From an optimization exercise on the open Yosys and OpenROAD flow, aimed at small area; shortcuts taken in it are not production practice.
The RTL was checked by simulation tests, not by an equivalence proof against the original design.
No run shown here takes its clock network from TritonCTS; it comes from the design's own scripts or RTL.
No driver is modelled on the clock port, so clock power and skew are understated where the tree is cut down; a real chip needs a root buffer or a tree.
Power and IR drop assume default switching activity.

--- design/flow/flow/run.sh ---
#!/bin/bash
# Own layout flow: the standard ORFS flow with
#  - synthesis mapped by an area-oriented ABC script (registers are mapped by
#    the same dfflibmap step before ABC, so they match the standard synthesis),
#  - port buffers made of buf_1 cells,
#  - a small hand-built clock tree of two inverter levels (flow/manual_cts.tcl)
#    in place of TritonCTS.
set -euo pipefail
W=$(pwd)
export AREA_ABC_SCRIPT=$W/flow/area.abc
export MANUAL_CTS_LEAVES=${MANUAL_CTS_LEAVES:-6}
export MANUAL_CTS_LEAF=${MANUAL_CTS_LEAF:-sky130_fd_sc_hd__inv_6}
export MANUAL_CTS_ROOT=${MANUAL_CTS_ROOT:-sky130_fd_sc_hd__inv_8}
export MANUAL_CTS_LEAF_BIG=${MANUAL_CTS_LEAF_BIG:-sky130_fd_sc_hd__inv_8}
export MANUAL_CTS_ROOT_BIG=${MANUAL_CTS_ROOT_BIG:-sky130_fd_sc_hd__inv_12}
export MANUAL_CTS_MAX_SLEW=${MANUAL_CTS_MAX_SLEW:-0.112}
export MANUAL_CTS_ROOT_MAX_SLEW=${MANUAL_CTS_ROOT_MAX_SLEW:-0.25}
bash standard.sh \
  SYNTH_SCRIPT=$W/flow/synth.tcl \
  "BUFFER_PORTS_ARGS=-buffer_cell sky130_fd_sc_hd__buf_1" \
  PRE_CTS_TCL=$W/flow/manual_cts.tcl \
  ${EXTRA_MAKE_ARGS:-} \
  finish > $W/flow_make.log 2>&1
--- design/flow/flow/area.abc ---
strash
&get -n
&dch -f
&nf -E 100 -R 1000
&put
--- design/flow/flow/manual_cts.tcl ---
# Manual clock tree, run as ORFS's PRE_CTS_TCL hook in place of TritonCTS.
# The flip-flops' clock pins are split by recursive bisection of their
# placement into MANUAL_CTS_LEAVES groups of near-equal size. Each group is
# driven by one leaf cell (MANUAL_CTS_LEAF) at the group's centre; a root cell
# (MANUAL_CTS_ROOT) at the centre of the leaves drives the leaves from the
# clock port. Root and leaf are both buffers or both inverters, so the clock
# keeps its polarity. Any root or leaf whose output slew, estimated from the
# placement, is over MANUAL_CTS_MAX_SLEW ns (MANUAL_CTS_ROOT_MAX_SLEW for the
# root, whose output reaches no flip-flop) is then upsized to
# MANUAL_CTS_ROOT_BIG or MANUAL_CTS_LEAF_BIG. clock_tree_synthesis is made a
# no-op (and so is repair_clock_inverters), and the rest of ORFS's CTS step (placement legalisation, timing
# repair) runs as usual.
proc clock_tree_synthesis { args } {
  puts "clock_tree_synthesis skipped: manual clock tree built in PRE_CTS_TCL"
}
# ORFS clones clock inverters next to their loads after this hook; the tree's
# own inverters must stay as built.
proc repair_clock_inverters { args } {
  puts "repair_clock_inverters skipped: manual clock tree built in PRE_CTS_TCL"
}
set nleaf $::env(MANUAL_CTS_LEAVES)
set ::mcts_block [ord::get_db_block]
set ::mcts_db [ord::get_db]
set ::mcts_dbu [$::mcts_block getDbUnitsPerMicron]
set block $::mcts_block
set dbu $::mcts_dbu
set clknet [$block findNet clk]

proc centre { pts } {
  set sx 0.0; set sy 0.0
  foreach p $pts { set sx [expr {$sx + [lindex $p 1]}]; set sy [expr {$sy + [lindex $p 2]}] }
  set n [llength $pts]
  return [list [expr {$sx / $n}] [expr {$sy / $n}]]
}

# split along the wider side of the bounding box, in proportion to the number
# of groups each side gets
proc bisect { pts k } {
  if { $k <= 1 } { return [list $pts] }
  set xs [lmap p $pts {lindex $p 1}]
  set ys [lmap p $pts {lindex $p 2}]
  set w [expr {[tcl::mathfunc::max {*}$xs] - [tcl::mathfunc::min {*}$xs]}]
  set h [expr {[tcl::mathfunc::max {*}$ys] - [tcl::mathfunc::min {*}$ys]}]
  set idx [expr {$w >= $h ? 1 : 2}]
  set sorted [lsort -real -index $idx $pts]
  set k1 [expr {$k / 2}]
  set n1 [expr {int(round([llength $pts] * double($k1) / $k))}]
  return [concat [bisect [lrange $sorted 0 [expr {$n1 - 1}]] $k1] \
    [bisect [lrange $sorted $n1 end] [expr {$k - $k1}]]]
}

# a driver cell of the given master at loc (um), input on innet, output on a
# new clock net that the given iterms move to
proc add_driver { cell name innet iterms loc } {
  set block $::mcts_block
  set db $::mcts_db
  set dbu $::mcts_dbu
  set master [$db findMaster $cell]
  set inst [odb::dbInst_create $block $master $name]
  set outnet [odb::dbNet_create $block ${name}_net]
  $outnet setSigType CLOCK
  foreach it $iterms {
    $it disconnect
    $it connect $outnet
  }
  foreach mt [$master getMTerms] {
    if { [$mt getSigType] != "SIGNAL" } continue
    if { [$mt getIoType] == "INPUT" } {
      [$inst findITerm [$mt getName]] connect $innet
    } elseif { [$mt getIoType] == "OUTPUT" } {
      [$inst findITerm [$mt getName]] connect $outnet
    }
  }
  set x [expr {int([lindex $loc 0] * $dbu - [$master getWidth] / 2)}]
  set y [expr {int([lindex $loc 1] * $dbu - [$master getHeight] / 2)}]
  $inst setLocation $x $y
  $inst setPlacementStatus PLACED
  return $inst
}

set sinks {}
foreach it [$clknet getITerms] {
  set xy [$it getAvgXY]
  lappend sinks [list $it [expr {[lindex $xy 1] / double($dbu)}] \
    [expr {[lindex $xy 2] / double($dbu)}]]
}
puts "manual cts: [llength $sinks] sinks, $nleaf leaves"

# root first, driving nothing yet; the leaves then take their inputs from it.
# With MANUAL_CTS_ROOT none the clock port drives the leaves itself.
set has_root [expr {$::env(MANUAL_CTS_ROOT) != "none"}]
if { $has_root } {
  set root [add_driver $::env(MANUAL_CTS_ROOT) clkroot $clknet {} [centre $sinks]]
  set rootnet [$block findNet clkroot_net]
} else {
  set rootnet $clknet
}
set leaves {}
set lcs {}
set k 0
foreach g [bisect $sinks $nleaf] {
  set c [centre $g]
  lappend lcs [list x {*}$c]
  lappend leaves [add_driver $::env(MANUAL_CTS_LEAF) clkleaf_$k $rootnet \
    [lmap p $g {lindex $p 0}] $c]
  puts "manual cts: leaf $k drives [llength $g] sinks at $c"
  incr k
}
set rc [centre $lcs]
if { $has_root } {
$root setLocation [expr {int([lindex $rc 0] * $dbu)}] [expr {int([lindex $rc 1] * $dbu)}]
}
$clknet setSigType CLOCK
set_propagated_clock [all_clocks]

proc out_slew { inst } {
  foreach it [$inst getITerms] {
    if { [$it isOutputSignal] } {
      set pin [get_pins [$inst getName]/[[$it getMTerm] getName]]
      return [get_property $pin slew_max]
    }
  }
}
set drivers $leaves
set bigs [lrepeat [llength $leaves] $::env(MANUAL_CTS_LEAF_BIG)]
set limits [lrepeat [llength $leaves] $::env(MANUAL_CTS_MAX_SLEW)]
if { $has_root } {
  set drivers [list $root {*}$drivers]
  set bigs [list $::env(MANUAL_CTS_ROOT_BIG) {*}$bigs]
  set limits [list $::env(MANUAL_CTS_ROOT_MAX_SLEW) {*}$limits]
}
foreach inst $drivers big $bigs limit $limits {
  estimate_parasitics -placement
  set sl [out_slew $inst]
  puts "manual cts: [$inst getName] output slew $sl"
  if { $sl > $limit } {
    puts "manual cts: [$inst getName] over $limit, upsized to $big"
    replace_cell [get_cells [$inst getName]] $big
  }
}
--- design/flow/flow/synth.tcl ---
# The standard synthesis script, except that the final ABC mapping uses
# an area-oriented script (flow/area.abc) instead of ORFS's speed script.
proc synth {args} { yosys synth -nofsm -noshare {*}$args }
proc abc {args} {
  set i [lsearch -exact $args -script]
  if { $i >= 0 } { lset args [expr {$i + 1}] $::env(AREA_ABC_SCRIPT) }
  yosys abc {*}$args
}
source $::env(SCRIPTS_DIR)/synth.tcl
# left out here: clear keep_hierarchy, flatten, clean up, hide names made inside functions, write 1_2_yosys.v
--- design/flow/standard.sh ---
#!/bin/bash
# synth_recipe.tcl (not shown) runs the flow's synth.tcl, then flattens the netlist and writes it again
# the make line also repeats each setting of config.mk as NAME=value (left out here)
make -C /OpenROAD-flow-scripts/flow DESIGN_CONFIG=/design/flow/config.mk WORK_HOME=/design/flow/orfs CLKGATE_MAP_FILE= SYNTH_SCRIPT=/design/flow/synth_recipe.tcl "${@:-finish}"
--- design/flow/config.mk ---
export PLATFORM = sky130hd
export DESIGN_NAME = fifo
export DESIGN_NICKNAME = fifo
export VERILOG_FILES = /design/flow/design.v
export SDC_FILE = /design/flow/constraint.sdc
export NUM_CORES = 4
export LEC_CHECK = 0
export CAP_MARGIN = 5
export CORE_MARGIN = 2
export CORE_UTILIZATION = 70
export SLEW_MARGIN = 5
--- design/flow/constraint.sdc ---
create_clock -name core_clock -period 5.0 [get_ports {clk}]
set_input_delay 1.0000 -clock core_clock [delete_from_list [all_inputs] [get_ports {clk}]]
set_output_delay 1.0000 -clock core_clock [all_outputs]
set_load 0.01 [all_outputs]
--- design/flow/design.v ---
module fifo (clk,rst,wr,rd,wrptr,rdptr,din,dout,housefull,nostock);
input clk,rst,wr,rd;
input [7:0] din;
output [7:0] dout;
output housefull;
output nostock;
output [3:0] wrptr;
output [3:0] rdptr;
reg [7:0] dout;
reg housefull, nostock;
reg [3:0] wrptr, rdptr;
reg [7:0] Box [1:10];
wire we = wr & ~housefull;
wire re = rd & ~nostock;
function [3:0] succ;
  input [3:0] p;
  begin
    succ[0] = ~p[0];
    succ[1] = (p[1] ^ p[0]) & ~(p[3] & p[1]);
    succ[2] = p[2] ^ (p[1] & p[0]);
    succ[3] = (p[2] & p[1] & p[0]) | (p[3] & ~p[1]);
  end
endfunction
function [10:1] dec;
  input [3:0] p;
  begin
    dec[1]  = ~p[3] & ~p[2] & ~p[1] &  p[0];
    dec[2]  = ~p[3] & ~p[2] &  p[1] & ~p[0];
    dec[3]  = ~p[2] &  p[1] &  p[0];
    dec[4]  =  p[2] & ~p[1] & ~p[0];
    dec[5]  =  p[2] & ~p[1] &  p[0];
    dec[6]  =  p[2] &  p[1] & ~p[0];
    dec[7]  =  p[2] &  p[1] &  p[0];
    dec[8]  =  p[3] & ~p[1] & ~p[0];
    dec[9]  =  p[3] &  p[0];
    dec[10] =  p[3] &  p[1];
  end
endfunction
wire [3:0] wrnext = succ(wrptr);
wire [3:0] rdnext = succ(rdptr);
wire [10:1] wsel = dec(wrptr);
wire [10:1] rsel = dec(rdptr);
integer k;
wire [10:1] s = {10{re}} & rsel;
wire hold = ~re;
wire [7:0] t1 = ~(({8{s[1]}} & Box[1]) | ({8{s[2]}} & Box[2]) | ({8{s[3]}} & Box[3]));
wire [7:0] t2 = ~(({8{s[4]}} & Box[4]) | ({8{s[5]}} & Box[5]) | ({8{s[6]}} & Box[6]));
wire [7:0] t3 = ~(({8{s[7]}} & Box[7]) | ({8{s[8]}} & Box[8]) | ({8{s[9]}} & Box[9]));
wire [7:0] t4 = ~(({8{s[10]}} & Box[10]) | ({8{hold}} & dout));
wire [7:0] rdata = ~(t1 & t2 & t3 & t4);
always @(posedge clk) begin
  for (k = 1; k <= 10; k = k + 1)
    if (we & wsel[k]) Box[k] <= din;
end
always @(posedge clk or posedge rst)
  if (rst) dout <= 8'd0;
  else dout <= rdata;
always @(posedge clk or posedge rst)
  if (rst) wrptr <= 4'd1;
  else if (we) wrptr <= wrnext;
always @(posedge clk or posedge rst)
  if (rst) rdptr <= 4'd1;
  else if (re) rdptr <= rdnext;
always @(posedge clk or posedge rst)
  if (rst) begin
    nostock <= 1'b1;
    housefull <= 1'b0;
  end else if (nostock) begin
    if (wr) nostock <= 1'b0;
  end else if (housefull) begin
    if (rd) housefull <= 1'b0;
  end else begin
    if (wr && wrnext == rdptr) housefull <= 1'b1;
    else if (rd && rdnext == wrptr) nostock <= 1'b1;
  end
endmodule
==> flow_metrics.tcl, run 1 <==
set metrics [dict create \
    crit_buf_inv 1 \
    placementRows 26 \
    clock_skew_ns 0.0168 \
    fp.dieW_um 76.1 \
    post_drt_wl_per_cell_um 23.0 \
    endpoint_kind "register" \
    syn_avg_cell_area_um2 17.0 \
    power.share.sequential_pct 58.3 \
    hp-class "register to register" \
    cp-start-kind "input pin" \
    hpwl_um 5240 \
    die_area_mm2 0.00580 \
    tightest_slew_ns 1.13 \
    crit_fanout 16 \
    num-fill-cells 311 \
    wirelength_um 7410 \
    min_from "Box[10][0]$_DFFE_PP_" \
    critPathTopFamily "simple AND/OR/NAND/NOR gates" \
    startpoint "rd" \
    report.final.slew_viol_count 0 \
    p_sw_share_pct 36.3 \
    max_freq_mhz 332 \
    slowest_stage "nor3_1" \
    p_int_mw 1.31 \
    grt_overflow 0 \
    ant_nets 0 \
    grt_max_degree 19 \
    clk_pin_slew_ns 0.11 \
    hold_viol_final 0 \
    status "no timing/DRC/antenna violations" \
    grt_pass1_wl_um 11500 \
    cp.arrival_ns 3.12 \
    grt_pass1_vias 2129 \
    die_y_um 76.1 \
    layout_commonest_cell "edfxtp_1" \
    critPathMaxStageDelay_ns 0.97 \
    synth_ff_type "edfxtp_1" \
    gp_congestion 0.846 \
    synth_edf_count 80 \
    static-leakage-power_nw 1.29 \
    cp_cell_sequence "buf_1 -> nand2_1 -> nor3_1 -> a222oi_1 -> nand3_1 -> a221o_1" \
    syn2layout_area_growth_pct 7.83 \
    wl_met1_um 2860 \
    ys_seq_area_share_pct 78.4 \
    ir_drop_mv 0.309 \
    worstReg2RegStart "nostock$_DFF_PP1_" \
    firstDrtPassIters 8 \
    clock_power_share_pct 14.0 \
    antenna_found_initial 0 \
    core_mm2 0.00507 \
    netlist_area_mm2 0.00364 \
    layout.nets 269 \
    final_core_util_pct 77.4 \
    rsz0062_at_grt "no" \
    drive_gt1_share_pct 5.53 \
    setup_viol 0 \
    start_util_pct 71.8 \
    power.density_mw_per_mm2 525 \
    wl_met3_um 753 \
    power_switching_uw 748 \
    synthesis.nets 228 \
    ys_ff_latch 98 \
    synth_cell_types 27 \
    drv_cap 0 \
    io_buffers 29 \
    drt_iter0_markers 307 \
    cts_setup_buffers 0 \
    required_ns 5.11 \
    via_per_inst 6.95 \
    finalSetupTns_ns 0 \
    synthArstFlopShare_pct 18.4 \
    track_usage_pct 25.9 \
    finalCriticalPeriod_ns 3.01 \
    drc 0 \
    pin_count 30 \
    syn_inst 214 \
    clock_latency_ns 0.17 \
    combPwrFrac_pct 27.7 \
    slew_headroom_pct 23.8 \
    final_cell_mix "80 x edfxtp_1, 29 x buf_1, 24 x a222oi_1, 15 x dfrtp_1, 14 x nand2_1" \
    holdBufCountCts 0 \
    period_share_pct 60.2 \
    top_layer "met4" \
    post_cts_resized 0 \
    worstSetupPathType "input pin to register" \
    ys_warn_count 2 \
    wl_met2_um 3700 \
    antenna_cells 0 \
    via_count 2246 \
]
[state kept, by name, summed over array words and instances, names as in the netlist]
signal	count
nostock	1
wrptr	4
rdptr	4
Box	80
housefull	1
dout	8
[power by group through the flow]
stage / sequential (mW) / combinational, mW / clock, mW
floorplan: 1.21 / 0.356 / 0
detailed placement: 1.22 / 0.563 / 0
CTS: 1.20 / 0.565 / 0.292
global placement: 1.20 / 0.540 / 0
finish: 1.20 / 0.570 / 0.289
global route: 1.22 / 0.625 / 0.323
[cells by family (layout without fill, tap and decap cells)]
logic type	count (synthesis)	after routing	share of synthesized area, %
AO/OA/AOI/OAI	50	50	12.0
AND/OR/NAND/NOR	57	57	7.52
adder cells (fa/ha/maj)	2	2	0.687
flip-flops	98	98	78.4
XOR/XNOR	5	5	1.20
buffers and inverters	2	41	0.206
[synth_stat cells, drive strengths merged, types with 2 or more instances]
master   n  share of area (%)
nand3    9                1.2
a221o    8                2.2
dfstp    3                2.2
nand2b   3               0.52
ha       2               0.69
xnor2    4               0.96
a31oi    2               0.34
a221oi   2               0.48
o21ai    2               0.27
nor3b    3               0.62
edfxtp  80                 66
nor4     2               0.34
o22ai    3               0.52
nor2    13                1.3
a21oi    6               0.82
dfrtp   15                 10
a222oi  24                6.6
clkinv   2               0.21
nor3     6               0.82
and3     2               0.34
nor2b    4               0.69
nand2   14                1.4
[final timing paths]
| kind | slack (ns) | to | cells after the start |
|---|---|---|---|
| worst max-delay path | 1.99 | dout[5]$_DFF_PP0_ | 6 |
| worst min-delay path | 0.48 | dout[0]$_DFF_PP0_ | 1 |
| worst max register to register | 2.40 | dout[4]$_DFF_PP0_ | 7 |
| worst min register to register | 0.48 | dout[0]$_DFF_PP0_ | 1 |
| max in group asynchronous | 3.84 | wrptr[0]$_DFFE_PP1P_ | 2 |
| min in group asynchronous | 0.81 | dout[2]$_DFF_PP0_ | 2 |
[through the flow]
stage                     worst slack, ns  power, mW  hold slack, ns  cells  cell area (um2)
after floorplan                      2.36       1.56           0.455    214             3640
final                                1.99       2.06           0.483    323             3930
after global placement               1.73       1.74           0.459    315             3850
after detailed placement             1.69       1.78           0.469    315             3850
after global routing                 1.82       2.17           0.507    323             3930
after CTS                            1.85       2.05           0.486    322             3920
[final cells by class]
cell class	instances	area [um2]	share of cell area, %
inverters	9	71.3	1.82
multi-input cells	114	783	19.9
flip-flops and latches	98	2860	72.7
well taps	70	87.6	2.23
repair buffers	32	129	3.28
[worst reg2reg max path, stage by stage, from the launching register on]
cell and delay [ns]:
dfstp_2 0.58, clkinv_1 0.09, nand2_1 0.44, nor2_1 0.11
and2_0 0.36, a222oi_1 0.47, nand3_1 0.15, a221o_1 0.29
[per-layer routing]
metal	GRT usage, %	vias up
met5	0	-
met4	4.73	0
met3	2.01	12
met2	44.2	161
met1	38.4	1088
li1	-	985
==> inputs of run 2 (changes only) <==
--- a/design/flow/config.mk
+++ b/design/flow/config.mk
@@ -7,5 +7,6 @@
 export LEC_CHECK = 0
-export CAP_MARGIN = 5
+export CAP_MARGIN = 0
 export CORE_MARGIN = 2
 export CORE_UTILIZATION = 70
-export SLEW_MARGIN = 5
+export GPL_TIMING_DRIVEN = 0
+export SLEW_MARGIN = 0
==> run 2 against run 1 <==
Against the previous run: core utilization shrank 0.37 points; first-iteration DRC count grew 7.5%; still clean on timing, DRC and antenna; critical path type unchanged; global-route usage shrank 2.0 points; sequential power is essentially flat.
==> flow_metrics.tcl, run 2 <==
set metrics [dict create \
    post_cts_resized 0 \
    cts_setup_buffers 0 \
    clock_power_share_pct 14.4 \
    track_usage_pct 23.9 \
    power_switching_uw 742 \
    synth_cell_types 27 \
    syn_inst 214 \
    drv_cap 0 \
    antenna_found_initial 0 \
    whs_path_depth 1 \
    status "no timing/DRC/antenna violations" \
    ys_ff_latch 98 \
    io_buffers 29 \
    place_ws_ns 1.40 \
    endpoint_kind "register" \
    syn2layout_area_growth_pct 7.32 \
    synth_ff_type "edfxtp_1" \
    antenna_cells 0 \
    die_y_um 76.1 \
    grt_max_degree 19 \
    placementRows 26 \
    via_per_inst 6.84 \
    largest-register "Box" \
    regArea_mm2 0.00286 \
    ys_warn_count 2 \
    holdBufCountCts 0 \
    grt_overflow 0 \
    finalSetupTns_ns 0 \
    tightest_slew_ns 1.35 \
    fp.dieW_um 76.1 \
    final_core_util_pct 77.0 \
    synth_largest_area_cell "edfxtp_1" \
    syn_avg_cell_area_um2 17.0 \
    period_share_pct 67.2 \
    layout_commonest_cell "edfxtp_1" \
    rr_endpoint "dout[5]$_DFF_PP0_" \
    slowest_stage "nor4_1" \
    hold_viol_final 0 \
    gp_congestion 0.839 \
    num-fill-cells 314 \
    post_drt_wl_per_cell_um 21.3 \
    report.power.total_mw 2.05 \
    wirelength_um 6800 \
    worstReg2RegStart "nostock$_DFF_PP1_" \
    layout.nets 266 \
    yosys.area_share.simple_pct 7.52 \
    drt_iter0_markers 330 \
    drc 0 \
    cp-start-kind "input pin" \
    ir_drop_mv 0.312 \
    reg_top3 "Box (80), dout (8)" \
    critPathMaxStageDelay_ns 1.05 \
    yosysTopAreaCellShare_pct 66.0 \
    crit_fanout 8 \
    min_from "Box[10][5]$_DFFE_PP_" \
    largest_reg_flops 80 \
    power.share.sequential_pct 58.4 \
    multi_input_area_um2 785 \
    reg2reg_slack_ns 2.23 \
    ys_seq_area_share_pct 78.4 \
    final_cell_mix "80 x edfxtp_1, 29 x buf_1, 24 x a222oi_1, 15 x dfrtp_1, 14 x nand2_1" \
    max_freq_mhz 297 \
    clk_pin_slew_ns 0.10 \
    synth_most_common_cell "edfxtp_1" \
    synth_area_leaders "edfxtp_1 66%, dfrtp_1 10%, a222oi_1 6.6%" \
    hold_ws_ns 0.493 \
    setup_viol 0 \
    power.density_mw_per_mm2 525 \
    rr_worst_depth 6 \
    synth_mux_area_share_pct 0 \
    report.final.slew_viol_count 0 \
    combPwrFrac_pct 27.2 \
    die_area_mm2 0.00580 \
    firstDrtPassIters 6 \
    drive_gt1_share_pct 4.40 \
    synth_compound_area_share_pct 12.0 \
    finalCriticalPeriod_ns 3.36 \
    grt_pass1_wl_um 10900 \
    rsz0062_at_grt "no" \
    netlist_area_mm2 0.00364 \
    synthArstFlopShare_pct 18.4 \
    yosys-top-cells-count "80 x edfxtp_1, 24 x a222oi_1, 15 x dfrtp_1, 14 x nand2_1, 13 x nor2_1" \
    crit_buf_inv 1 \
    synthXorXnorAreaFrac_pct 1.20 \
    via_count 2189 \
    critPathTopFamily "simple AND/OR/NAND/NOR gates" \
    clock_skew_ns 0.0137 \
    synthesis.nets 228 \
    setup_ws_ns 1.64 \
    cp.arrival_ns 3.47 \
    cp_cell_sequence "buf_1 -> nor2b_1 -> nand2_1 -> nor4_1 -> a222oi_1 -> nand3_1 -> a221o_1" \
    pin_count 30 \
    start_util_pct 71.8 \
    slew_headroom_pct 8.91 \
    grt_pass1_vias 2094 \
    worstSetupPathType "input pin to register" \
    synth_edf_count 80 \
    synth_top_family_by_area "compound AO/OA/AOI/OAI gates" \
    hpwl_um 5000 \
    clock_latency_ns 0.17 \
    p_int_mw 1.31 \
    holdPathEnd "dout[5]$_DFF_PP0_" \
    synth-adder-area-share_pct 0.687 \
    ant_nets 0 \
    static-leakage-power_nw 1.27 \
    core_mm2 0.00507 \
    required_ns 5.11 \
    hp-class "register to register" \
    p_sw_share_pct 36.2 \
]
[run 2: cell counts after synthesis]
No cell type changed its count.
[run 2: cell families (layout without fill, tap and decap cells)]
kind of cell,after synthesis,after routing
fa+ha+maj,2,2
xor+xnor,5,5
flops,98,98
simple gates,57,57
compound gates,50,50
buf+inv,2,38
[run 2: area by class of cell]
| class | count | share of cell area [%] |
|---|---|---|
| flip-flops and latches | 98 | 73.1 |
| multi-input cells | 114 | 20.1 |
| repair buffers | 29 | 2.78 |
| well taps | 70 | 2.24 |
| inverters | 9 | 1.82 |
[run 2: how the worst max path moves through the flow]
| stage | from | endpoint | cells after the start |
|---|---|---|---|
| floorplan | wr | Box[1][0]$_DFFE_PP_ | 3 |
| global placement | rd | dout[5]$_DFF_PP0_ | 7 |
| detailed placement | rd | dout[5]$_DFF_PP0_ | 7 |
| CTS | rd | dout[5]$_DFF_PP0_ | 7 |
| global route | rd | dout[5]$_DFF_PP0_ | 7 |
| finish | rd | dout[5]$_DFF_PP0_ | 7 |
[run 2: metrics by stage]
step | instances | area (um2)
after CTS | 320 | 3910
final | 320 | 3910
after global routing | 320 | 3910
after detailed placement | 313 | 3840
after floorplan | 214 | 3640
after global placement | 313 | 3840
[run 2: power by group through the flow]
stage          combinational (mW)  sequential [mW]  clock [mW]
2_1_floorplan               0.356             1.21           0
3_3_place_gp                0.531             1.20           0
3_5_place_dp                0.554             1.21           0
4_1_cts                     0.556             1.19       0.295
5_1_grt                     0.611             1.22       0.333
6_report                    0.557             1.20       0.296
[run 2: per-layer routing]
layer  vias up  part of all wire (%)  global-route usage, %
met2       123                    50                   39.6
met1      1070                    40                   36.4
met3         9                   8.3                   3.20
met4         0                  0.88                   2.73
met5         -                     0                      0
li1        987                     -                      -

==> afterwards: timing with drivers on the ports <==
In the flow no input, the clock included, has a driving cell. The finished layouts below were timed again as built, in two steps.
Step 1 assumes that a clkbuf_16 drives the clock port and a buf_2 every other input.
Step 2 adds t to the input delays and takes it off the output delays; t is the mean of the earliest and latest rising clock arrival at the registers after step 1. Input paths then give back, and output paths get back, about the clock's delay inside the block.
a / b / c = ideal / step 1 / step 2; a / b = the first two.
| run | t (ns) | setup slack, ns | cell pins on the clock port's net |
|---|---|---|---|
| run 1 | 0.207 | 1.988 / 2.011 / 1.805 | 1 |
| run 2 | 0.210 | 1.638 / 1.655 / 1.445 | 1 |
After both steps every run listed still meets setup and hold. The setup slack of run 2, which loses most, moves by +0.017 ns with the drivers and by -0.193 ns with both steps.
